Context: an optimization exercise on an open-source flow, tuned for a short achievable clock period and few clock cycles. The choices shown serve that exercise and are no tape-out recipe. The RTL of this run was laid out without a check of its function. No activity file was given, so power comes from the tool's default toggle rates.

File: design/flow/design.v
`timescale 1ns / 1ps
module mips_core
(
	input clk,
	input rst,
	output [11:0] imem_addr,
	input [31:0] imem_rdata,
	output [5:0] dmem_addr,
	output [31:0] dmem_wdata,
	output dmem_we,
	input [31:0] dmem_rdata,
	output halted
);
	wire [31:0] PCBranch_DE;	
	wire [31:0] PCJump_DE;
	wire [25:0] PCImmediate_DE;
	wire [31:0] Instr_IF;
	wire [31:0] PCPlus4_IF;
	wire [31:0] PC_IF;
	wire [4:0] RegToWrite_WB;
	wire [31:0] Result_WB;
	wire [31:0] AOperand_DE;
	wire [31:0] BOperand_DE;
	wire [31:0] ExtendedImmediate_DE;
	wire [4:0] DestRegAlu_DE;
	wire [4:0] DestRegLoad_DE;
	wire [31:0] PCPlus4_DE;
	wire [4:0] RegS_DE;
	wire [31:0] ALUOut_EX;
	wire [31:0] DataToWrite_EX;
	wire [4:0] RegToWrite_EX;
	wire [31:0] PCPlus4_EX;
	wire [31:0] ALUOut_ME;
	wire [31:0] ReadData_ME;
	wire [4:0] RegToWrite_ME;
	wire [31:0] PCPlus4_ME;
	wire [31:0] ALUOut_W_ME;
	wire C_PCSrc_DE;	
	wire [1:0] C_Jump_W_DE;
	wire C_RegWrite_WB;
	wire C_RegWrite_DE;
	wire C_DataSource_DE;
	wire C_MemWrite_DE;
	wire C_RegDest_DE;
	wire [1:0] C_Jump_DE;
	wire C_AluSource_DE;
	wire [3:0] C_ALUSel_DE;
	wire C_StoreLoad_DE;
	wire [1:0] C_Extend_DE;
	wire C_RegWrite_EX;
	wire C_DataSource_EX;
	wire C_MemWrite_EX;
	wire [1:0] C_Jump_EX;
	wire C_StoreLoad_EX;
	wire [1:0] C_Extend_EX;
	wire C_RegWrite_ME;
	wire C_DataSource_ME;
	wire [1:0] C_Jump_ME;
	wire C_StoreLoad_ME;
	wire [1:0] C_Extend_ME;
	wire C_Halt_DE_W;
	wire C_Halt_DE;
	wire C_Halt_EX;
	wire C_Halt_ME;
	wire C_Halt_WB;
	wire [4:0] HZ_Rs_DE;
	wire [4:0] HZ_Rt_DE;
	wire [4:0] HZ_Rs_EX;
	wire [4:0] HZ_Rt_EX;
	wire [4:0] HZ_RDest_EX;
	wire [4:0] HZ_RDest_ME;
	wire HZ_C_Branch_DE;
	wire HZ_C_Load_EX;
	wire HZ_C_WriteReg_EX;
	wire HZ_C_Load_ME;
	wire HZ_C_WriteReg_ME;
	wire HZ_C_StallPC_IF;
	wire HZ_C_StallOutput_IF;
	wire [1:0] HZ_C_ForwardA_DE;
	wire [1:0] HZ_C_ForwardB_DE;
	wire HZ_C_FlushOutput_DE;
	wire [1:0] HZ_C_ForwardA_EX;
	wire [1:0] HZ_C_ForwardB_EX;
	IF instruction_fetch
	(
		.clk(clk),
		.rst(rst),
		.IF_PCBranch(PCBranch_DE),
		.IF_PCJump(PCJump_DE), 
		.IF_PCImmediate(PCImmediate_DE),
		.IF_C_PCSrc(C_PCSrc_DE),
		.IF_C_Jump(C_Jump_W_DE),
		.IF_C_Halt(C_Halt_DE_W),
		.IF_C_StallPC_HZ(HZ_C_StallPC_IF),
		.IF_C_StallOutput_HZ(HZ_C_StallOutput_IF),
		.IF_ImemData(imem_rdata),
		.IF_ImemAddr(imem_addr),
		.IF_Instr(Instr_IF),
		.IF_PCPlus4(PCPlus4_IF),
		.IF_PC(PC_IF)
	);
	DE decoder
	(
		.clk(clk),
		.rst(rst),
		.DE_Instr(Instr_IF),
		.DE_PCPlus4(PCPlus4_IF),
		.DE_RegToWrite(RegToWrite_WB),
		.DE_Result(Result_WB),
		.DE_ALUOut(ALUOut_W_ME),
		.DE_C_RegWrite(C_RegWrite_WB),
		.DE_C_ForwardA_HZ(HZ_C_ForwardA_DE),
		.DE_C_ForwardB_HZ(HZ_C_ForwardB_DE),
		.DE_C_FlushOutput_HZ(HZ_C_FlushOutput_DE),
		.DE_AOperand(AOperand_DE),
		.DE_BOperand(BOperand_DE),
		.DE_ExtendedImmediate(ExtendedImmediate_DE),
		.DE_DestRegAlu(DestRegAlu_DE),
		.DE_DestRegLoad(DestRegLoad_DE),
		.DE_PCPlus4_O(PCPlus4_DE),
		.DE_PCImmediate(PCImmediate_DE),
		.DE_PCBranch(PCBranch_DE),
		.DE_PCJump(PCJump_DE),
		.DE_RegS_W(HZ_Rs_DE),
		.DE_RegS(RegS_DE),
		.DE_RegT(HZ_Rt_DE),
		.DE_C_RegWrite_O(C_RegWrite_DE),
		.DE_C_DataSource(C_DataSource_DE),
		.DE_C_MemWrite(C_MemWrite_DE),
		.DE_C_PCSrc(C_PCSrc_DE),
		.DE_C_Jump_W(C_Jump_W_DE),
		.DE_C_Jump(C_Jump_DE),
		.DE_C_RegDest(C_RegDest_DE),
		.DE_C_AluSource(C_AluSource_DE),
		.DE_C_ALUSel(C_ALUSel_DE),
		.DE_C_StoreLoad(C_StoreLoad_DE),
		.DE_C_Extend(C_Extend_DE),
		.DE_C_Halt(C_Halt_DE),
		.DE_C_Halt_W(C_Halt_DE_W),
		.DE_C_Branch_HZ(HZ_C_Branch_DE)
	);
	EX execution
	(
		.clk(clk),
		.rst(rst),
		.EX_AOperand(AOperand_DE),
		.EX_BOperand(BOperand_DE),
		.EX_DestRegAlu(DestRegAlu_DE),
		.EX_DestRegLoad(DestRegLoad_DE),
		.EX_ExtendedImmediate(ExtendedImmediate_DE),
		.EX_PCPlus4(PCPlus4_DE),
		.EX_ALUOut_I(ALUOut_W_ME),
		.EX_Result(Result_WB),
		.EX_RegS(RegS_DE),
		.EX_C_RegWrite(C_RegWrite_DE),
		.EX_C_DataSource(C_DataSource_DE),
		.EX_C_MemWrite(C_MemWrite_DE),
		.EX_C_Jump(C_Jump_DE),
		.EX_C_RegDest(C_RegDest_DE),
		.EX_C_AluSource(C_AluSource_DE),
		.EX_C_ALUSel(C_ALUSel_DE),
		.EX_C_StoreLoad(C_StoreLoad_DE),
		.EX_C_Extend(C_Extend_DE),
		.EX_C_Halt(C_Halt_DE),
		.EX_C_ForwardA_HZ(HZ_C_ForwardA_EX),
		.EX_C_ForwardB_HZ(HZ_C_ForwardB_EX),
		.EX_ALUOut(ALUOut_EX),
		.EX_DataToWrite(DataToWrite_EX),
		.EX_RegToWrite(RegToWrite_EX),
		.EX_PCPlus4_O(PCPlus4_EX),
		.EX_RegS_O(HZ_Rs_EX),
		.EX_RegT(HZ_Rt_EX),
		.EX_RegDest(HZ_RDest_EX),
		.EX_C_RegWrite_O(C_RegWrite_EX),
		.EX_C_DataSource_O(C_DataSource_EX),
		.EX_C_MemWrite_O(C_MemWrite_EX),
		.EX_C_Jump_O(C_Jump_EX),
		.EX_C_StoreLoad_O(C_StoreLoad_EX),
		.EX_C_Extend_O(C_Extend_EX),
		.EX_C_Halt_O(C_Halt_EX),
		.EX_C_Load_HZ(HZ_C_Load_EX),
		.EX_C_WriteReg_HZ(HZ_C_WriteReg_EX)
	);
	ME memory
	(
		.clk(clk),
		.rst(rst),
		.ME_ALUOut(ALUOut_EX),
		.ME_DataToWrite(DataToWrite_EX),
		.ME_RegToWrite(RegToWrite_EX),
		.ME_PCPlus4(PCPlus4_EX),
		.ME_DmemRData(dmem_rdata),
		.ME_C_RegWrite(C_RegWrite_EX),
		.ME_C_DataSource(C_DataSource_EX),
		.ME_C_MemWrite(C_MemWrite_EX),
		.ME_C_Jump(C_Jump_EX),
		.ME_C_StoreLoad(C_StoreLoad_EX),
		.ME_C_Extend(C_Extend_EX),
		.ME_C_Halt(C_Halt_EX),
		.ME_ALUOut_O(ALUOut_ME),
		.ME_ReadData(ReadData_ME),
		.ME_RegToWrite_O(RegToWrite_ME),
		.ME_PCPlus4_O(PCPlus4_ME),
		.ME_ALUOut_O_W(ALUOut_W_ME),
		.ME_RegDest(HZ_RDest_ME),
		.ME_DmemAddr(dmem_addr),
		.ME_DmemWData(dmem_wdata),
		.ME_DmemWe(dmem_we),
		.ME_C_RegWrite_O(C_RegWrite_ME),
		.ME_C_DataSource_O(C_DataSource_ME),
		.ME_C_Jump_O(C_Jump_ME),
		.ME_C_StoreLoad_O(C_StoreLoad_ME),
		.ME_C_Extend_O(C_Extend_ME),
		.ME_C_Halt_O(C_Halt_ME),
		.ME_C_Load_HZ(HZ_C_Load_ME),
		.ME_C_WriteReg_HZ(HZ_C_WriteReg_ME)
	);
	WB write_back
	(
		.WB_ALUOut(ALUOut_ME),
		.WB_ReadData(ReadData_ME),
		.WB_RegToWrite(RegToWrite_ME),
		.WB_PCPlus4(PCPlus4_ME),
		.WB_C_RegWrite(C_RegWrite_ME),
		.WB_C_DataSource(C_DataSource_ME),
		.WB_C_Jump(C_Jump_ME),
		.WB_C_StoreLoad(C_StoreLoad_ME),
		.WB_C_Extend(C_Extend_ME),
		.WB_C_Halt(C_Halt_ME),
		.WB_Result(Result_WB),
		.WB_RegToWrite_O(RegToWrite_WB),
		.WB_C_RegWrite_O(C_RegWrite_WB),
		.WB_C_Halt_O(C_Halt_WB)
	);
	HazardUnit hazard
	(
		.DE_Rs(HZ_Rs_DE),
		.DE_Rt(HZ_Rt_DE),
		.EX_Rs(HZ_Rs_EX),
		.EX_Rt(HZ_Rt_EX),
		.EX_RDest(HZ_RDest_EX),
		.ME_RDest(HZ_RDest_ME),
		.WB_RDest(RegToWrite_WB),
		.DE_C_Branch(HZ_C_Branch_DE),
		.EX_C_Load(HZ_C_Load_EX),
		.EX_C_WriteReg(HZ_C_WriteReg_EX),
		.ME_C_Load(HZ_C_Load_ME),
		.ME_C_WriteReg(HZ_C_WriteReg_ME),
		.WB_C_WriteReg(C_RegWrite_WB),
		.IF_C_StallPC(HZ_C_StallPC_IF),
		.IF_C_StallOutput(HZ_C_StallOutput_IF),
		.DE_C_ForwardA(HZ_C_ForwardA_DE),
		.DE_C_ForwardB(HZ_C_ForwardB_DE),
		.DE_C_FlushOutput(HZ_C_FlushOutput_DE),
		.EX_C_ForwardA(HZ_C_ForwardA_EX),
		.EX_C_ForwardB(HZ_C_ForwardB_EX)
	);
	assign halted = C_Halt_WB;
endmodule
`timescale 1ns / 1ps
module IF
(
	input clk,
	input rst,
	input [31:0] IF_PCBranch,		 
	input [31:0] IF_PCJump,			 
	input [25:0] IF_PCImmediate,	 
	input IF_C_PCSrc,		 
	input [1:0] IF_C_Jump,		 
	input IF_C_Halt,
	input IF_C_StallPC_HZ,
	input IF_C_StallOutput_HZ,
	input [31:0] IF_ImemData,
	output [11:0] IF_ImemAddr,
	output reg [31:0] IF_Instr, 
	output reg [31:0] IF_PCPlus4,
	output wire [31:0] IF_PC
);
	reg [31:0] PC;	 
	reg [31:0] PCPlus4;	 
	wire [31:0] PCFromImmediate;	 
	wire [31:0] PCAfterMux1;	 
	wire [31:0] PCAfterMux2;	 
	assign PCFromImmediate = {6'b000000, IF_PCImmediate};
	assign PCAfterMux1 = (IF_C_PCSrc) ? IF_PCBranch : PCPlus4;
	assign PCAfterMux2 = (IF_C_Jump == 2'b00) ? PCAfterMux1 : ((IF_C_Jump == 2'b01) ? PCFromImmediate : IF_PCJump);
	always @*
	begin
		PCPlus4 = PC + 1'b1;
	end
	always @(posedge clk)
	begin
		if(rst)
		begin
			PC <= 32'b0;
		end
		else if(IF_C_StallPC_HZ == 1'b0 && IF_C_Halt == 1'b0)
		begin
			PC <= PCAfterMux2;
		end
	end
	assign IF_PC = PC;
	assign IF_ImemAddr = PC[11:0];
	always @(posedge clk)
	begin
		if(rst)
		begin
			IF_Instr <= 32'b0;
			IF_PCPlus4 <= 32'b0;
		end
		else if(IF_C_StallOutput_HZ == 1'b0)
		begin
			if(IF_C_PCSrc | (IF_C_Jump[1] | IF_C_Jump[0]))
			begin
				IF_Instr <= 32'b00000000000000000000000000000000;
			end
			else if(IF_C_Halt)
			begin
				IF_Instr <= 32'b11111100000000000000000000000000;
			end
			else
			begin
				IF_Instr <= IF_ImemData;
			end
			IF_PCPlus4 <= PCPlus4;
		end
	end
endmodule
`timescale 1ns / 1ps
module DE
(
	input clk,
	input rst,
	input [31:0] DE_Instr, 
	input [31:0] DE_PCPlus4,
	input [4:0] DE_RegToWrite,
	input [31:0] DE_Result,
	input [31:0] DE_ALUOut,
	input DE_C_RegWrite,
	input [1:0] DE_C_ForwardA_HZ,
	input [1:0] DE_C_ForwardB_HZ,
	input DE_C_FlushOutput_HZ,
	output reg [31:0] DE_AOperand,
	output reg [31:0] DE_BOperand,
	output reg [31:0] DE_ExtendedImmediate,
	output reg [4:0] DE_DestRegAlu,
	output reg [4:0] DE_DestRegLoad,
	output reg [31:0] DE_PCPlus4_O,
	output wire [25:0] DE_PCImmediate,  
	output wire [31:0] DE_PCBranch,  
	output wire [31:0] DE_PCJump, 
	output wire [4:0] DE_RegS_W,
	output reg [4:0] DE_RegS,
	output wire [4:0] DE_RegT,
	output reg DE_C_RegWrite_O,
	output reg DE_C_DataSource,
	output reg DE_C_MemWrite,
	output wire DE_C_PCSrc,	 
	output wire [1:0] DE_C_Jump_W,
	output reg [1:0] DE_C_Jump,
	output reg DE_C_RegDest,
	output reg DE_C_AluSource,
	output reg [3:0] DE_C_ALUSel,
	output reg DE_C_StoreLoad,
	output reg [1:0] DE_C_Extend,
	output reg DE_C_Halt,
	output wire DE_C_Halt_W,
	output wire DE_C_Branch_HZ
);
	reg [31:0] REGISTERS [0:31];
	wire [4:0] REG_A;
	wire [4:0] REG_B;
	wire [31:0] AOperand;
	wire [31:0] BOperand;
	reg [31:0] RD1;
	reg [31:0] RD2;
	wire [4:0] DestRegAlu;
	wire [4:0] DestRegLoad;
	wire [4:0] RegisterS;
	wire [15:0] Immediate;
	wire [31:0] ExtendedImmediate;
	wire write;
	assign REG_A = {DE_Instr[25:21]};
	assign REG_B = {DE_Instr[20:16]};
	assign RegisterS = {DE_Instr[25:21]};
	assign DestRegLoad = {DE_Instr[20:16]};
	assign DestRegAlu = {DE_Instr[15:11]};
	assign Immediate = {DE_Instr[15:0]};
	assign write = DE_C_RegWrite;
	assign ExtendedImmediate = {((Immediate[15] == 1'b1) ? 16'b1111111111111111 : 16'b0000000000000000), Immediate};
	reg [31:0] VALID;
	always @(posedge clk)
	begin
		if (write)
		begin
			REGISTERS[DE_RegToWrite] <= DE_Result;
		end
	end
	always @(posedge clk)
	begin
		if (rst)
		begin
			VALID <= 32'b0;
		end
		else if (write)
		begin
			VALID[DE_RegToWrite] <= 1'b1;
		end
	end
	always @(negedge clk)
	begin
		RD1 <= VALID[REG_A] ? REGISTERS[REG_A] : 32'b0;
		RD2 <= VALID[REG_B] ? REGISTERS[REG_B] : 32'b0;
	end
	assign AOperand = RD1;
	assign BOperand = RD2;
	wire [31:0] OpA;
	wire [31:0] OpB;
	assign OpA = (DE_C_ForwardA_HZ == 2'b00) ? AOperand : ((DE_C_ForwardA_HZ == 2'b01) ? DE_Result : DE_ALUOut);
	assign OpB = (DE_C_ForwardB_HZ == 2'b00) ? BOperand : ((DE_C_ForwardB_HZ == 2'b01) ? DE_Result : DE_ALUOut);
	reg [31:0] CalculatedBranch;
	reg Z;
	wire Zero;
	wire BNE;
	wire BEQ;
	always @*
	begin
		CalculatedBranch = DE_PCPlus4 + ExtendedImmediate;  
		Z = (OpA == OpB);
	end
	assign DE_PCBranch = CalculatedBranch;	
	assign DE_PCJump = OpA;
	assign DE_PCImmediate = {DE_Instr[25:0]}; 
	assign DE_RegS_W = RegisterS;
	assign DE_RegT = DestRegLoad;
	always @(posedge clk)
	begin
		if(rst)
		begin
			DE_AOperand <= 32'b0;
			DE_BOperand <= 32'b0;
			DE_ExtendedImmediate <= 32'b0;
			DE_DestRegAlu <= 5'b0;
			DE_DestRegLoad <= 5'b0;
			DE_PCPlus4_O <= 32'b0;
			DE_RegS <= 5'b0;
		end
		else
		begin
			DE_AOperand <= OpA;
			DE_BOperand <= OpB;
			DE_ExtendedImmediate <= ExtendedImmediate;
			DE_DestRegAlu <= DestRegAlu;
			DE_DestRegLoad <= DestRegLoad;
			DE_PCPlus4_O <= DE_PCPlus4;
			DE_RegS <= RegisterS;
		end
	end
	wire [5:0] Op;
	wire [5:0] Funct;
	assign Op = {DE_Instr[31:26]};
	assign Funct =  {DE_Instr[5:0]};
	reg RegWrite;
	reg DataSource;
	reg MemWrite;
	reg BranchEq;
	reg BranchNe;
	reg [1:0] Jump;
	reg RegDest;
	reg AluSource;
	reg [3:0] ALUSel;
	reg StoreLoad;
	reg [1:0] Extend;
	reg Halt;
	wire C_RegWrite_O;
	wire C_DataSource;
	wire C_MemWrite;
	wire C_BranchEq;
	wire C_BranchNe;
	wire [1:0] C_Jump;
	wire C_RegDest;
	wire C_AluSource;
	wire [3:0] C_ALUSel;
	wire C_StoreLoad;
	wire [1:0] C_Extend;
	wire C_Halt;
	assign C_RegWrite_O = RegWrite;
	assign C_DataSource = DataSource;
	assign C_MemWrite = MemWrite;
	assign C_BranchEq = BranchEq;
	assign C_BranchNe = BranchNe;
	assign C_Jump = Jump;
	assign C_RegDest = RegDest;
	assign C_AluSource = AluSource;
	assign C_ALUSel =  ALUSel;
	assign C_StoreLoad = StoreLoad;
	assign C_Extend = Extend;
	assign C_Halt = Halt;
	always @*
	begin
		case (Op)
			6'b000000:	 
			begin
				RegDest = 1'b1;
				AluSource = 1'b0;
				MemWrite = 1'b0;
				BranchEq = 1'b0;
				BranchNe = 1'b0;
				DataSource = 1'b0;
				StoreLoad = 1'b0;
				Extend = 2'b00;
				Halt = 1'b0;
				case (Funct)
					6'b000000:	 
					begin
						ALUSel = 4'b0000;	 
						Jump = 2'b00;
						RegWrite = 1'b1;
					end
					6'b000010:	 
					begin
						ALUSel = 4'b0001;	 
						Jump = 2'b00;
						RegWrite = 1'b1;
					end
					6'b000011:	 
					begin
						ALUSel = 4'b0010;	 
						Jump = 2'b00;
						RegWrite = 1'b1;
					end
					6'b000100:	 
					begin
						ALUSel = 4'b0011;	 
						Jump = 2'b00;
						RegWrite = 1'b1;
					end
					6'b000110:	 
					begin
						ALUSel = 4'b0100;	 
						Jump = 2'b00;
						RegWrite = 1'b1;
					end
					6'b000111:	 
					begin
						ALUSel = 4'b0101;	 
						Jump = 2'b00;
						RegWrite = 1'b1;
					end
					6'b100001:	 
					begin
						ALUSel = 4'b0110;	 
						Jump = 2'b00;
						RegWrite = 1'b1;
					end
					6'b100011:	 
					begin
						ALUSel = 4'b0111;	 
						Jump = 2'b00;
						RegWrite = 1'b1;
					end
					6'b100100:	 
					begin
						ALUSel = 4'b1000;	 
						Jump = 2'b00;
						RegWrite = 1'b1;
					end
					6'b100101:	 
					begin
						ALUSel = 4'b1001;	 
						Jump = 2'b00;
						RegWrite = 1'b1;
					end
					6'b100110:	 
					begin
						ALUSel = 4'b1010;	 
						Jump = 2'b00;
						RegWrite = 1'b1;
					end
					6'b100111:	 
					begin
						ALUSel = 4'b1011;	 
						Jump = 2'b00;
						RegWrite = 1'b1;
					end
					6'b101010:	 
					begin
						ALUSel = 4'b1100;	 
						Jump = 2'b00;
						RegWrite = 1'b1;
					end
					6'b001000:	 
					begin
						ALUSel = 4'b1111;	 
						Jump = 2'b10;
						RegWrite = 1'b0;
					end
					6'b001001:	 
					begin
						ALUSel = 4'b1110;
						Jump = 2'b10;
						RegWrite = 1'b1;
					end
					default:
					begin
						ALUSel = 4'b1111;	 
						Jump = 2'b00;      
						RegWrite = 1'b0;   
					end
				endcase
			end
			6'b100000:	 
			begin
				ALUSel = 4'b0110;	 
				RegDest = 1'b0;
				AluSource = 1'b1;
				MemWrite = 1'b0;
				BranchEq = 1'b0;
				BranchNe = 1'b0;
				Jump = 2'b00;
				RegWrite = 1'b1;
				DataSource = 1'b1;
				StoreLoad = 1'b1;
				Extend = 2'b10;
				Halt = 1'b0;
			end
			6'b100001:	 
			begin
				ALUSel = 4'b0110;	 
				RegDest = 1'b0;
				AluSource = 1'b1;
				MemWrite = 1'b0;
				BranchEq = 1'b0;
				BranchNe = 1'b0;
				Jump = 2'b00;
				RegWrite = 1'b1;
				DataSource = 1'b1;
				StoreLoad = 1'b1;
				Extend = 2'b11;
				Halt = 1'b0;
			end
			6'b100011:	 
			begin
				ALUSel = 4'b0110;	 
				RegDest = 1'b0;
				AluSource = 1'b1;
				MemWrite = 1'b0;
				BranchEq = 1'b0;
				BranchNe = 1'b0;
				Jump = 2'b00;
				RegWrite = 1'b1;
				DataSource = 1'b1;
				StoreLoad = 1'b0;
				Extend = 2'b00;
				Halt = 1'b0;
			end
			6'b100100:	 
			begin
				ALUSel = 4'b0110;	 
				RegDest = 1'b0;
				AluSource = 1'b1;
				MemWrite = 1'b0;
				BranchEq = 1'b0;
				BranchNe = 1'b0;
				Jump = 2'b00;
				RegWrite = 1'b1;
				DataSource = 1'b1;
				StoreLoad = 1'b1;
				Extend = 2'b00;
				Halt = 1'b0;
			end
			6'b100101:	 
			begin
				ALUSel = 4'b0110;	 
				RegDest = 1'b0;
				AluSource = 1'b1;
				MemWrite = 1'b0;
				BranchEq = 1'b0;
				BranchNe = 1'b0;
				Jump = 2'b00;
				RegWrite = 1'b1;
				DataSource = 1'b1;
				StoreLoad = 1'b1;
				Extend = 2'b01;
				Halt = 1'b0;
			end
			6'b100111:	 
			begin
				ALUSel = 4'b0110;	 
				RegDest = 1'b0;
				AluSource = 1'b1;
				MemWrite = 1'b0;
				BranchEq = 1'b0;
				BranchNe = 1'b0;
				Jump = 2'b00;
				RegWrite = 1'b1;
				DataSource = 1'b1;
				StoreLoad = 1'b0;
				Extend = 2'b00;
				Halt = 1'b0;
			end
			6'b101000:	 
			begin
				ALUSel = 4'b0110;	 
				RegDest = 1'b0;	 
				AluSource = 1'b1;
				MemWrite = 1'b1;
				BranchEq = 1'b0;
				BranchNe = 1'b0;
				Jump = 2'b00;
				RegWrite = 1'b0;
				DataSource = 1'b0;  
				StoreLoad = 1'b1;
				Extend = 2'b10;
				Halt = 1'b0;
			end
			6'b101001:	 
			begin
				ALUSel = 4'b0110;	 
				RegDest = 1'b0;	 
				AluSource = 1'b1;
				MemWrite = 1'b1;
				BranchEq = 1'b0;
				BranchNe = 1'b0;
				Jump = 2'b00;
				RegWrite = 1'b0;
				DataSource = 1'b0;  
				StoreLoad = 1'b1;
				Extend = 2'b11;
				Halt = 1'b0;
			end
			6'b101011:	 
			begin
				ALUSel = 4'b0110;	 
				RegDest = 1'b0;	 
				AluSource = 1'b1;
				MemWrite = 1'b1;
				BranchEq = 1'b0;
				BranchNe = 1'b0;
				Jump = 2'b00;
				RegWrite = 1'b0;
				DataSource = 1'b0;  
				StoreLoad = 1'b0;
				Extend = 2'b00;
				Halt = 1'b0;
			end
			6'b001000:	 
			begin
				ALUSel = 4'b0110;	 
				RegDest = 1'b0;
				AluSource = 1'b1;
				MemWrite = 1'b0;
				BranchEq = 1'b0;
				BranchNe = 1'b0;
				Jump = 2'b00;
				RegWrite = 1'b1;
				DataSource = 1'b0;
				StoreLoad = 1'b0;
				Extend = 2'b00;
				Halt = 1'b0;
			end
			6'b001100:	 
			begin
				ALUSel = 4'b1000;	 
				RegDest = 1'b0;
				AluSource = 1'b1;
				MemWrite = 1'b0;
				BranchEq = 1'b0;
				BranchNe = 1'b0;
				Jump = 2'b00;
				RegWrite = 1'b1;
				DataSource = 1'b0;
				StoreLoad = 1'b0;
				Extend = 2'b00;
				Halt = 1'b0;
			end
			6'b001101:	 
			begin
				ALUSel = 4'b1001;	 
				RegDest = 1'b0;
				AluSource = 1'b1;
				MemWrite = 1'b0;
				BranchEq = 1'b0;
				BranchNe = 1'b0;
				Jump = 2'b00;
				RegWrite = 1'b1;
				DataSource = 1'b0;
				StoreLoad = 1'b0;
				Extend = 2'b00;
				Halt = 1'b0;
			end
			6'b001110:	 
			begin
				ALUSel = 4'b1010;	 
				RegDest = 1'b0;
				AluSource = 1'b1;
				MemWrite = 1'b0;
				BranchEq = 1'b0;
				BranchNe = 1'b0;
				Jump = 2'b00;
				RegWrite = 1'b1;
				DataSource = 1'b0;
				StoreLoad = 1'b0;
				Extend = 2'b00;
				Halt = 1'b0;
			end
			6'b001111:	 
			begin
				ALUSel = 4'b1101;	 
				RegDest = 1'b0;
				AluSource = 1'b1;
				MemWrite = 1'b0;
				BranchEq = 1'b0;
				BranchNe = 1'b0;
				Jump = 2'b00;
				RegWrite = 1'b1;
				DataSource = 1'b0;
				StoreLoad = 1'b0;
				Extend = 2'b00;
				Halt = 1'b0;
			end
			6'b001010:	 
			begin
				ALUSel = 4'b1100;	 
				RegDest = 1'b0;
				AluSource = 1'b1;
				MemWrite = 1'b0;
				BranchEq = 1'b0;
				BranchNe = 1'b0;
				Jump = 2'b00;
				RegWrite = 1'b1;
				DataSource = 1'b0;
				StoreLoad = 1'b0;
				Extend = 2'b00;
				Halt = 1'b0;
			end
			6'b000100:	 
			begin
				ALUSel = 4'b1111;	 
				RegDest = 1'b0;	 
				AluSource = 1'b0;	 
				MemWrite = 1'b0;	
				BranchEq = 1'b1;
				BranchNe = 1'b0;
				Jump = 2'b00;
				RegWrite = 1'b0;
				DataSource = 1'b0; 
				StoreLoad = 1'b0;
				Extend = 2'b00;
				Halt = 1'b0;
			end
			6'b000101:	 
			begin
				ALUSel = 4'b1111;	 
				RegDest = 1'b0;	 
				AluSource = 1'b0;	 
				MemWrite = 1'b0;
				BranchEq = 1'b0;
				BranchNe = 1'b1;
				Jump = 2'b00;
				RegWrite = 1'b0;
				DataSource = 1'b0; 
				StoreLoad = 1'b0;
				Extend = 2'b00;
				Halt = 1'b0;
			end
			6'b000010:	 
			begin
				ALUSel = 4'b1111;	 
				RegDest = 1'b0;	 
				AluSource = 1'b0;	 
				MemWrite = 1'b0;
				BranchEq = 1'b0;
				BranchNe = 1'b0;
				Jump = 2'b01;
				RegWrite = 1'b0;
				DataSource = 1'b0; 
				StoreLoad = 1'b0;
				Extend = 2'b00;
				Halt = 1'b0;
			end
			6'b000011:	 
			begin
				ALUSel = 4'b1110;	
				RegDest = 1'b0;	 
				AluSource = 1'b0;	 
				MemWrite = 1'b0;
				BranchEq = 1'b0;
				BranchNe = 1'b0;
				Jump = 2'b01;
				RegWrite = 1'b1;
				DataSource = 1'b0; 
				StoreLoad = 1'b0;
				Extend = 2'b00;
				Halt = 1'b0;
			end
			6'b111111:	 
			begin
				ALUSel = 4'b1111;	
				RegDest = 1'b0;	 
				AluSource = 1'b0;	 
				MemWrite = 1'b0;
				BranchEq = 1'b0;
				BranchNe = 1'b0;
				Jump = 2'b00;
				RegWrite = 1'b0;
				DataSource = 1'b0; 
				StoreLoad = 1'b0;
				Extend = 2'b00;
				Halt = 1'b1;
			end
			default:
			begin
				ALUSel = 4'b1111;	 
				RegDest = 1'b0;	 
				AluSource = 1'b0;	 
				MemWrite = 1'b0;   
				BranchEq = 1'b0;   
				BranchNe = 1'b0;   
				Jump = 2'b00;      
				RegWrite = 1'b0;   
				DataSource = 1'b0; 
				StoreLoad = 1'b0;  
				Extend = 2'b00;    
				Halt = 1'b1;       
			end
		endcase
	end
	assign Zero = Z;
	assign BEQ = C_BranchEq & Zero;
	assign BNE = C_BranchNe & ~Zero;
	assign DE_C_PCSrc = BEQ | BNE;	 
	assign DE_C_Jump_W = C_Jump;  
	assign DE_C_Branch_HZ = ((C_BranchEq == 1'b1) | (C_BranchNe == 1'b1) | (C_Jump == 2'b10)) ? 1'b1 : 1'b0;  
	assign DE_C_Halt_W = C_Halt;
	always @(posedge clk)
	begin
		begin
			if(rst | DE_C_FlushOutput_HZ)
			begin
				DE_C_RegWrite_O <= 1'b0;
				DE_C_DataSource <= 1'b0;
				DE_C_MemWrite <= 1'b0;
				DE_C_Jump <= 2'b00;
				DE_C_RegDest <= 1'b0;
				DE_C_AluSource <= 1'b0;
				DE_C_ALUSel <= 4'b0000;
				DE_C_StoreLoad <= 1'b0;
				DE_C_Extend <= 2'b00;
				DE_C_Halt <= 1'b0;
			end
			else
			begin
				DE_C_RegWrite_O <= C_RegWrite_O;
				DE_C_DataSource <= C_DataSource;
				DE_C_MemWrite <= C_MemWrite;
				DE_C_Jump <= C_Jump;
				DE_C_RegDest <= C_RegDest;
				DE_C_AluSource <= C_AluSource;
				DE_C_ALUSel <= C_ALUSel;
				DE_C_StoreLoad <= C_StoreLoad;
				DE_C_Extend <= C_Extend;
				DE_C_Halt <= C_Halt;
			end
		end
	end
endmodule
`timescale 1ns / 1ps
module EX
(
	input clk,
	input rst,
	input [31:0] EX_AOperand,
	input [31:0] EX_BOperand,
	input [4:0] EX_DestRegAlu,
	input [4:0] EX_DestRegLoad,
	input [31:0] EX_ExtendedImmediate,
	input [31:0] EX_PCPlus4,
	input [31:0] EX_ALUOut_I,
	input [31:0] EX_Result,
	input [4:0] EX_RegS,
	input EX_C_RegWrite,
	input EX_C_DataSource,
	input EX_C_MemWrite,
	input [1:0] EX_C_Jump,
	input EX_C_RegDest,
	input EX_C_AluSource,
	input [3:0] EX_C_ALUSel,
	input EX_C_StoreLoad,
	input [1:0] EX_C_Extend,
	input EX_C_Halt,
	input [1:0] EX_C_ForwardA_HZ,
	input [1:0] EX_C_ForwardB_HZ,
	output reg [31:0] EX_ALUOut,
	output reg [31:0] EX_DataToWrite,
	output reg [4:0] EX_RegToWrite,
	output reg [31:0] EX_PCPlus4_O,
	output wire [4:0] EX_RegS_O,
	output wire [4:0] EX_RegT,
	output wire [4:0] EX_RegDest,
	output reg EX_C_RegWrite_O,
	output reg EX_C_DataSource_O,
	output reg EX_C_MemWrite_O,
	output reg [1:0] EX_C_Jump_O,
	output reg EX_C_StoreLoad_O,
	output reg [1:0] EX_C_Extend_O,
	output reg EX_C_Halt_O,
	output wire EX_C_Load_HZ,
	output wire EX_C_WriteReg_HZ
 );
   wire [31:0] BOperand;
	wire [4:0] RegToWrite;
	reg [31:0] ALURes;
	wire [31:0] ALUOut;
	wire [31:0] SrcA;
	wire [31:0] SrcB;
	assign SrcA = (EX_C_ForwardA_HZ == 2'b00) ? EX_AOperand : ((EX_C_ForwardA_HZ == 2'b01) ? EX_Result : EX_ALUOut_I);
	assign SrcB = (EX_C_ForwardB_HZ == 2'b00) ? EX_BOperand : ((EX_C_ForwardB_HZ == 2'b01) ? EX_Result : EX_ALUOut_I);
	wire [4:0] Shamt;
	assign ALUOut = ALURes;
	assign BOperand = (EX_C_AluSource) ? EX_ExtendedImmediate : SrcB;
	assign RegToWrite = (EX_C_ALUSel == 4'b1110) ? 5'b11111 : ((EX_C_RegDest)  ? EX_DestRegAlu :  EX_DestRegLoad);
	assign Shamt = {EX_ExtendedImmediate[10:6]};
	always @*
	begin
		case(EX_C_ALUSel)
			4'b0000: ALURes = BOperand <<  Shamt;							 
			4'b0001: ALURes = BOperand >>  Shamt;							 
			4'b0010: ALURes = BOperand >>>  Shamt;							 
			4'b0011: ALURes = BOperand <<  SrcA;							 
			4'b0100: ALURes = BOperand >>  SrcA;							 
			4'b0101: ALURes = BOperand >>>  SrcA;							 
			4'b0110: ALURes = SrcA + BOperand;								 
			4'b0111: ALURes = SrcA - BOperand;								 
			4'b1000: ALURes = SrcA & BOperand;								 
			4'b1001: ALURes = SrcA | BOperand;								 
			4'b1010: ALURes = SrcA ^ BOperand;								 
			4'b1011: ALURes = ~(SrcA | BOperand);							 
			4'b1100: ALURes = SrcA < BOperand;	  							 
			4'b1101: ALURes = BOperand << 16;								 
			4'b1110: ALURes = EX_PCPlus4;									 
			default: ALURes = 32'b00000000000000000000000000000000;	 
		endcase	
	end
	assign EX_RegS_O = EX_RegS;
	assign EX_RegT = EX_DestRegLoad;
	assign EX_RegDest = RegToWrite;
	always @(posedge clk)
	begin
		if(rst)
		begin
			EX_ALUOut <= 32'b0;
			EX_DataToWrite <= 32'b0;
			EX_RegToWrite <= 5'b0;
			EX_PCPlus4_O <= 32'b0;
		end
		else
		begin
			EX_ALUOut <= ALUOut;
			EX_DataToWrite <= SrcB;
			EX_RegToWrite <= RegToWrite;
			EX_PCPlus4_O <= EX_PCPlus4;
		end
	end
	assign EX_C_Load_HZ = EX_C_DataSource;
	assign EX_C_WriteReg_HZ = EX_C_RegWrite;
	always @(posedge clk)
	begin
		if(rst)
		begin
			EX_C_RegWrite_O <= 1'b0;
			EX_C_DataSource_O <= 1'b0;
			EX_C_MemWrite_O <= 1'b0;
			EX_C_Jump_O <= 2'b00;
			EX_C_StoreLoad_O <= 1'b0;
			EX_C_Extend_O <= 2'b00;
			EX_C_Halt_O <= 1'b0;
		end
		else
		begin
			EX_C_RegWrite_O <= EX_C_RegWrite;
			EX_C_DataSource_O <= EX_C_DataSource;
			EX_C_MemWrite_O <= EX_C_MemWrite;
			EX_C_Jump_O <= EX_C_Jump;
			EX_C_StoreLoad_O <= EX_C_StoreLoad;
			EX_C_Extend_O <= EX_C_Extend;
			EX_C_Halt_O <= EX_C_Halt;
		end
	end
endmodule
`timescale 1ns / 1ps
module ME
(
	input clk,
	input rst,
	input [31:0] ME_ALUOut,
	input [31:0] ME_DataToWrite,
	input [4:0] ME_RegToWrite,
	input [31:0] ME_PCPlus4,
	input [31:0] ME_DmemRData,
	input ME_C_RegWrite,
	input ME_C_DataSource,
	input ME_C_MemWrite,
	input [1:0] ME_C_Jump,
	input ME_C_StoreLoad,
	input [1:0] ME_C_Extend,
	input ME_C_Halt,
	output reg [31:0] ME_ALUOut_O,
	output reg [31:0] ME_ReadData,
	output reg [4:0] ME_RegToWrite_O,
	output reg [31:0] ME_PCPlus4_O,
	output wire [31:0] ME_ALUOut_O_W,
	output wire [4:0] ME_RegDest,
	output wire [5:0] ME_DmemAddr,
	output wire [31:0] ME_DmemWData,
	output wire ME_DmemWe,
	output reg ME_C_RegWrite_O,
	output reg ME_C_DataSource_O,
	output reg [1:0] ME_C_Jump_O,
	output reg ME_C_StoreLoad_O,
	output reg [1:0] ME_C_Extend_O,
	output reg ME_C_Halt_O,
	output wire ME_C_Load_HZ,
	output wire ME_C_WriteReg_HZ
);
	wire [31:0] ReadData;
	wire [31:0] TrimData;
	wire [31:0] WriteData;
	assign ReadData = ME_DmemRData;
	assign TrimData = (ME_C_Extend == 2'b00) ? 
															{24'b000000000000000000000000, {ME_DataToWrite[7:0]}} : 
						  ((ME_C_Extend == 2'b01) ? 
															{16'b0000000000000000, {ME_DataToWrite[15:0]}} : 
						  ((ME_C_Extend == 2'b10) ? 
															{((ME_DataToWrite[7] == 1'b1) ? 24'b111111111111111111111111 : 24'b000000000000000000000000), {ME_DataToWrite[7:0]}} : 
															{((ME_DataToWrite[15] == 1'b1) ? 16'b1111111111111111 : 16'b0000000000000000), {ME_DataToWrite[15:0]}}));
	assign WriteData = (ME_C_StoreLoad == 1'b0) ? ME_DataToWrite : TrimData;
	assign ME_DmemAddr = ME_ALUOut[5:0];
	assign ME_DmemWData = WriteData;
	assign ME_DmemWe = ME_C_MemWrite;
	assign ME_ALUOut_O_W = ME_ALUOut;
	assign ME_RegDest = ME_RegToWrite;
	always @(posedge clk)
	begin
		if(rst)
		begin
			ME_ALUOut_O <= 32'b0;
			ME_ReadData <= 32'b0;
			ME_RegToWrite_O <= 5'b0;
			ME_PCPlus4_O <= 32'b0;
		end
		else
		begin
			ME_ALUOut_O <= ME_ALUOut;
			ME_ReadData <= ReadData;
			ME_RegToWrite_O <= ME_RegToWrite;
			ME_PCPlus4_O <= ME_PCPlus4;
		end
	end
	assign ME_C_Load_HZ = ME_C_DataSource;
	assign ME_C_WriteReg_HZ = ME_C_RegWrite;
	always @(posedge clk)
	begin
		if(rst)
		begin
			ME_C_RegWrite_O <= 1'b0;
			ME_C_DataSource_O <= 1'b0;
			ME_C_Jump_O <= 2'b00;
			ME_C_StoreLoad_O <= 1'b0;
			ME_C_Extend_O <= 2'b00;
			ME_C_Halt_O <= 1'b0;
		end
		else
		begin
			ME_C_RegWrite_O <= ME_C_RegWrite;
			ME_C_DataSource_O <= ME_C_DataSource;
			ME_C_Jump_O <= ME_C_Jump;
			ME_C_StoreLoad_O <= ME_C_StoreLoad;
			ME_C_Extend_O <= ME_C_Extend;
			ME_C_Halt_O <= ME_C_Halt;
		end
	end
endmodule
`timescale 1ns / 1ps
module WB
(
	input [31:0] WB_ALUOut,
	input [31:0] WB_ReadData,
	input [4:0] WB_RegToWrite,
	input [31:0] WB_PCPlus4,
	input WB_C_RegWrite,
	input WB_C_DataSource,
	input [1:0] WB_C_Jump,
	input WB_C_StoreLoad,
	input [1:0] WB_C_Extend,
	input WB_C_Halt,
	output wire [31:0] WB_Result,
	output wire [4:0] WB_RegToWrite_O,
	output wire WB_C_RegWrite_O,
	output wire WB_C_Halt_O
);
	wire [31:0] Result;
	wire Jump_A;
	wire Jump_B;
	wire [31:0] TrimData;
	wire [31:0] ReadData;
	assign TrimData = (WB_C_Extend == 2'b00) ? 
															{24'b000000000000000000000000, {WB_ReadData[7:0]}} : 
						  ((WB_C_Extend == 2'b01) ? 
															{16'b0000000000000000, {WB_ReadData[15:0]}} : 
						  ((WB_C_Extend == 2'b10) ? 
															{((WB_ReadData[7] == 1'b1) ? 24'b111111111111111111111111 : 24'b000000000000000000000000), {WB_ReadData[7:0]}} : 
															{((WB_ReadData[15] == 1'b1) ? 16'b1111111111111111 : 16'b0000000000000000), {WB_ReadData[15:0]}}));
	assign ReadData = (WB_C_StoreLoad == 1'b0) ? WB_ReadData : TrimData;
	assign Result = (WB_C_DataSource) ? ReadData : WB_ALUOut;
	assign Jump_A = {WB_C_Jump[1]};
	assign Jump_B = {WB_C_Jump[0]};
	assign WB_Result = (Jump_A | Jump_B) ? WB_PCPlus4 : Result;
	assign WB_RegToWrite_O = WB_RegToWrite;
	assign WB_C_RegWrite_O = WB_C_RegWrite;
	assign WB_C_Halt_O = WB_C_Halt;
endmodule
`timescale 1ns / 1ps
module HazardUnit
(
    input [4:0] DE_Rs,
	 input [4:0] DE_Rt,
	 input [4:0] EX_Rs,
	 input [4:0] EX_Rt,
	 input [4:0] EX_RDest,
	 input [4:0] ME_RDest,
	 input [4:0] WB_RDest,
	 input DE_C_Branch,
	 input EX_C_Load,
	 input EX_C_WriteReg,
	 input ME_C_Load,
	 input ME_C_WriteReg,
	 input WB_C_WriteReg,
	 output wire IF_C_StallPC,
	 output wire IF_C_StallOutput,
	 output wire [1:0] DE_C_ForwardA,
	 output wire [1:0] DE_C_ForwardB,
	 output wire DE_C_FlushOutput,
	 output wire [1:0] EX_C_ForwardA,
	 output wire [1:0] EX_C_ForwardB
);
	wire LWStall;
	wire BranchStall;
	assign LWStall = ((EX_C_Load == 1'b1) & ((DE_Rs == EX_RDest) | (DE_Rt == EX_RDest))) ? 1'b1 : 1'b0;
	assign BranchStall = (((DE_C_Branch == 1'b1) & (EX_C_WriteReg == 1'b1) & ((DE_Rs == EX_RDest) | (DE_Rt == EX_RDest))) | 
								 ((DE_C_Branch == 1'b1) & (ME_C_Load == 1'b1) & ((DE_Rs == ME_RDest) | (DE_Rt == ME_RDest)))) ? 1'b1 : 1'b0;
	assign IF_C_StallPC = (LWStall | BranchStall) ? 1'b1 : 1'b0;
	assign IF_C_StallOutput = (LWStall | BranchStall) ? 1'b1 : 1'b0;
	assign DE_C_ForwardA = ((ME_C_WriteReg == 1'b1) & (DE_Rs == ME_RDest)) ? 2'b10 : 
								  (((WB_C_WriteReg == 1'b1) & (DE_Rs == WB_RDest)) ? 2'b01 : 2'b00);
	assign DE_C_ForwardB = ((ME_C_WriteReg == 1'b1) & (DE_Rt == ME_RDest)) ? 2'b10 : 
								  (((WB_C_WriteReg == 1'b1) & (DE_Rt == WB_RDest)) ? 2'b01 : 2'b00);
	assign DE_C_FlushOutput = (LWStall | BranchStall) ? 1'b1 : 1'b0;
	assign EX_C_ForwardA = ((ME_C_WriteReg == 1'b1) & (EX_Rs == ME_RDest)) ? 2'b10 : 
								  (((WB_C_WriteReg == 1'b1) & (EX_Rs == WB_RDest)) ? 2'b01 : 2'b00);
	assign EX_C_ForwardB = ((ME_C_WriteReg == 1'b1) & (EX_Rt == ME_RDest)) ? 2'b10 : 
								  (((WB_C_WriteReg == 1'b1) & (EX_Rt == WB_RDest)) ? 2'b01 : 2'b00);
endmodule
File: design/flow/run.sh
#!/bin/bash
# synth_recipe.tcl (not shown) runs the flow's synth.tcl, then flattens the netlist and writes it again
# the make line also repeats each setting of config.mk as NAME=value (left out here)
make -C /OpenROAD-flow-scripts/flow DESIGN_CONFIG=/design/flow/config.mk WORK_HOME=/design/flow/orfs CLKGATE_MAP_FILE= SYNTH_SCRIPT=/design/flow/synth_recipe.tcl finish
File: design/flow/config.mk
export PLATFORM = sky130hd
export DESIGN_NAME = mips_core
export DESIGN_NICKNAME = mips_core
export VERILOG_FILES = /design/flow/design.v
export SDC_FILE = /design/flow/constraint.sdc
export NUM_CORES = 4
export LEC_CHECK = 0
export CAP_MARGIN = 20
export CORE_MARGIN = 2
export CORE_UTILIZATION = 40
export PLACE_DENSITY = 0.6
export SLEW_MARGIN = 20
File: design/flow/constraint.sdc
create_clock -name core_clock -period 10.0 [get_ports {clk}]
set_input_delay 2.0000 -clock core_clock [delete_from_list [all_inputs] [get_ports {clk}]]
set_output_delay 2.0000 -clock core_clock [all_outputs]
set_load 0.01 [all_outputs]
==> qor.txt <==
status = finished clean
pin count of the biggest net entering global routing = 99
most frequent cell after synthesis = edfxtp_1
routability cong. = 1.01
Fin. Hold Viols = 0
gr usage total = 27.9%
Post-Syn Area = 81700 um2
routed wire length = 296000 um
Clock Power Share = 24.3%
share of power burned in registers = 31.6%
Synth area leader = edfxtp_1
DR vias/cell = 6.25
number of global-route vias before repair = 57071
count of final max-slew check failures = 0
1st-pass router iterations = 8
Routed Antenna Nets = 0
Initial Util = 40.3%
Tot Pwr = 25.9 mW
Worst-path clk slew = 0.06 ns
Layout Nets = 6691
Sw Pwr = 10.6 mW
synthesized flop and latch total = 1578
Primary FF master, synth = edfxtp_1
# IOs = 118
die area = 208000 um2
Post-synth top cells = 1024 x edfxtp_1, 662 x mux4_2, 614 x nor2_1
average size of a mapped cell = 12.7 um2
part of the power in combinational logic = 44.1%
post-CTS setup buffer count = 0
setup tns final = 0 ns
YS warnings = 4
switching share of power = 40.9%
hold_buf cts = 0
# DRC = 0
CTS tree = yes
Num CTS Buffers = 169
Max-Slew Margin vs Limit = 15.9%
Yosys cell types = 94
wire length per cell = 31.9 um
Synth-to-Final Area Change = 13.0%
die width = 456 um
pwr dens = 281 nW/um2
Setup Crit Path Kind = reg -> reg
row cnt = 165
worst vdd ir = 0.246 mV
Crit. End Element = flip-flop
CP required = 10.67 ns
post-cts sizing count = 0
MaxCap Viol Count = 0
hpwl dp = 199000 um
critical path launch point type = flip-flop
sequential share of the synthesized area = 51.2%
Synth async-reset ratio = 0%
fraction of layout instances using a drive strength above 1 = 19.5%
Overflow after GRT = 0
Least-Margin Pin Slew = 1.25 ns
leakage power = 31.3 nW
syn nets = 6637
area of the core = 203000 um2
top cell type's share of synthesized area = 37.6%
die height = 456 um
Clock Skews = 0.0984 ns
final-layout fill cell count = 18135
number of synthesized flops with an enable pin = 1024
Initial DRC Count = 7809
Max H-tree Level = 4
Worst Hold Class = reg -> reg
initial antenna violation count = 11
routed vias = 58104
global-route wire length before repair = 422000 um
port bufs = 117
Internal = 15.3 mW
Clock Sinks = 1578
RSZ-0062 raised after global routing = no
synth top area cells = edfxtp_1 38%, mux4_2 18%, dfxtp_1 14%
Clock Tree Buf Depth = 3
Data arrival, critical path = 9.94 ns
Synth Instances = 6425
clk root buf = clkbuf_16
Skew-Pair Late Insertion Delay = 0.83 ns
final setup fails = 0
Critical Path Fanout Max = 7
## cell usage in the layout, fill, tap and decap left out, types with 34 or more instances in the layout
cell             netlist  layout
a22oi_1               43      43
nor3_1                49      46
dfxtp_1              554     545
o211ai_1              52      52
nor2_4                 0      34
mux2i_1              208     193
a21oi_1              333     331
xnor2_1               86      86
buf_4                 38     179
edfxtp_1            1024    1024
and2_1                52      51
a211oi_1             134     134
a22o_1                36      36
nor2b_1              249     249
clkinv_1               1      38
inv_1                185     235
xor2_1                62      62
a222oi_1              34      34
nand2_1              386     385
nand2b_1              38      38
o21ai_0              266     257
mux4_2               662     662
ha_1                 143     143
clkbuf_16              0     171
clkdlybuf4s50_1        0     116
a31oi_1               50      48
nand3_1               71      70
clkbuf_1             342      37
a221oi_1              52      52
nor2_1               614     574
a21o_1                37      37
## stage by stage
| stage | setup slack (ns) | area (um2) | utilization, % | std cells | hold WS, ns |
|---|---|---|---|---|---|
| floorplan | 1.60 | 81700 | - | 6425 | 0.414 |
| global placement | 0.829 | 86400 | 42.6 | 8908 | 0.419 |
| detailed placement | 0.821 | 86400 | 42.6 | 8908 | 0.421 |
| CTS | 0.880 | 92100 | 45.4 | 9282 | 0.441 |
| global route | 0.563 | 92300 | 45.5 | 9291 | 0.456 |
| finish | 0.733 | 92300 | 45.5 | 9293 | 0.436 |
## per-layer routing
layer	track usage (%)	part of all wire, %
met5	0	0.018
met4	14.2	5.8
met1	36.5	39
met2	44.8	47
met3	4.84	8.3
## state kept, by name, indices dropped and copies added (netlist names), 5 cells and up, named ones only
register / cells
decoder.REGISTERS: 1024
decoder.DE_BOperand: 32
decoder.DE_PCPlus4_O: 32
execution.EX_PCPlus4_O: 32
execution.EX_RegToWrite: 5
execution.EX_ALUOut: 32
memory.ME_ALUOut_O: 32
decoder.DE_RegS: 5
decoder.VALID: 32
decoder.RD1: 32
memory.ME_PCPlus4_O: 32
memory.ME_RegToWrite_O: 5
execution.EX_DataToWrite: 32
memory.ME_ReadData: 32
instruction_fetch.IF_Instr: 32
decoder.RD2: 32
instruction_fetch.IF_PCPlus4: 32
decoder.DE_AOperand: 32
decoder.DE_ExtendedImmediate: 12
decoder.DE_DestRegLoad: 5
instruction_fetch.PC: 32
## power groups by stage
| stage | combinational [mW] | sequential [mW] | clock, mW |
|---|---|---|---|
| 6_report | 11.4 | 8.21 | 6.30 |
| 5_1_grt | 12.0 | 8.25 | 6.66 |
| 4_1_cts | 11.2 | 8.21 | 6.38 |
| 3_5_place_dp | 11.1 | 8.34 | 0.0395 |
| 3_3_place_gp | 11.1 | 8.34 | 0.0395 |
| 2_1_floorplan | 7.44 | 7.83 | 0.0395 |
## worst max-delay path, stage by stage, from the launching register on
cell       delay [ns]
dfxtp_1          0.29
a222oi_1         0.46
xor2_1           0.15
nor4_1           0.53
o2111ai_1        0.45
or4_1            0.57
a21oi_4          0.46
o31a_1           0.29
inv_1            0.13
ha_1             0.29
o21ai_0          0.07
a211o_1          0.28
o211ai_1         0.09
o22ai_1          0.11
## final timing paths
kind | startpoint | endpoint | slack (ns) | cells after the start
setup / recovery | decoder.RD1[31] | flip-flop | 0.73 | 13
setup reg to reg | decoder.RD1[31] | flip-flop | 0.73 | 13
hold reg to reg | execution.EX_PCPlus4_O[5] | memory.ME_PCPlus4_O[5] | 0.44 | 1
hold / removal | execution.EX_PCPlus4_O[5] | memory.ME_PCPlus4_O[5] | 0.44 | 1
## logic make-up (layout without fill, tap and decap cells)
| family | Yosys count | after routing | share of synthesized area [%] |
|---|---|---|---|
| AND/OR/NAND/NOR | 1588 | 1588 | 9.06 |
| flip-flops | 1578 | 1578 | 51.2 |
| AO/OA/AOI/OAI | 1371 | 1371 | 11.2 |
| multiplexers | 902 | 902 | 21.2 |
| buffers and inverters | 691 | 885 | 3.46 |
| XOR/XNOR | 149 | 149 | 1.61 |
| adder cells (fa/ha/maj) | 146 | 146 | 2.26 |
| other | 0 | 2 | 0 |
## area by class of cell
| class | count | area [um2] | area share (%) |
|---|---|---|---|
| flip-flops and latches | 1578 | 41900 | 45.4 |
| multi-input cells | 4156 | 37600 | 40.8 |
| clock buffers | 216 | 4520 | 4.90 |
| well taps | 2672 | 3340 | 3.62 |
| repair buffers | 321 | 3050 | 3.31 |
| clock inverters | 159 | 1180 | 1.28 |
| inverters | 189 | 709 | 0.768 |
| diodes | 2 | 5.00 | 0.00542 |
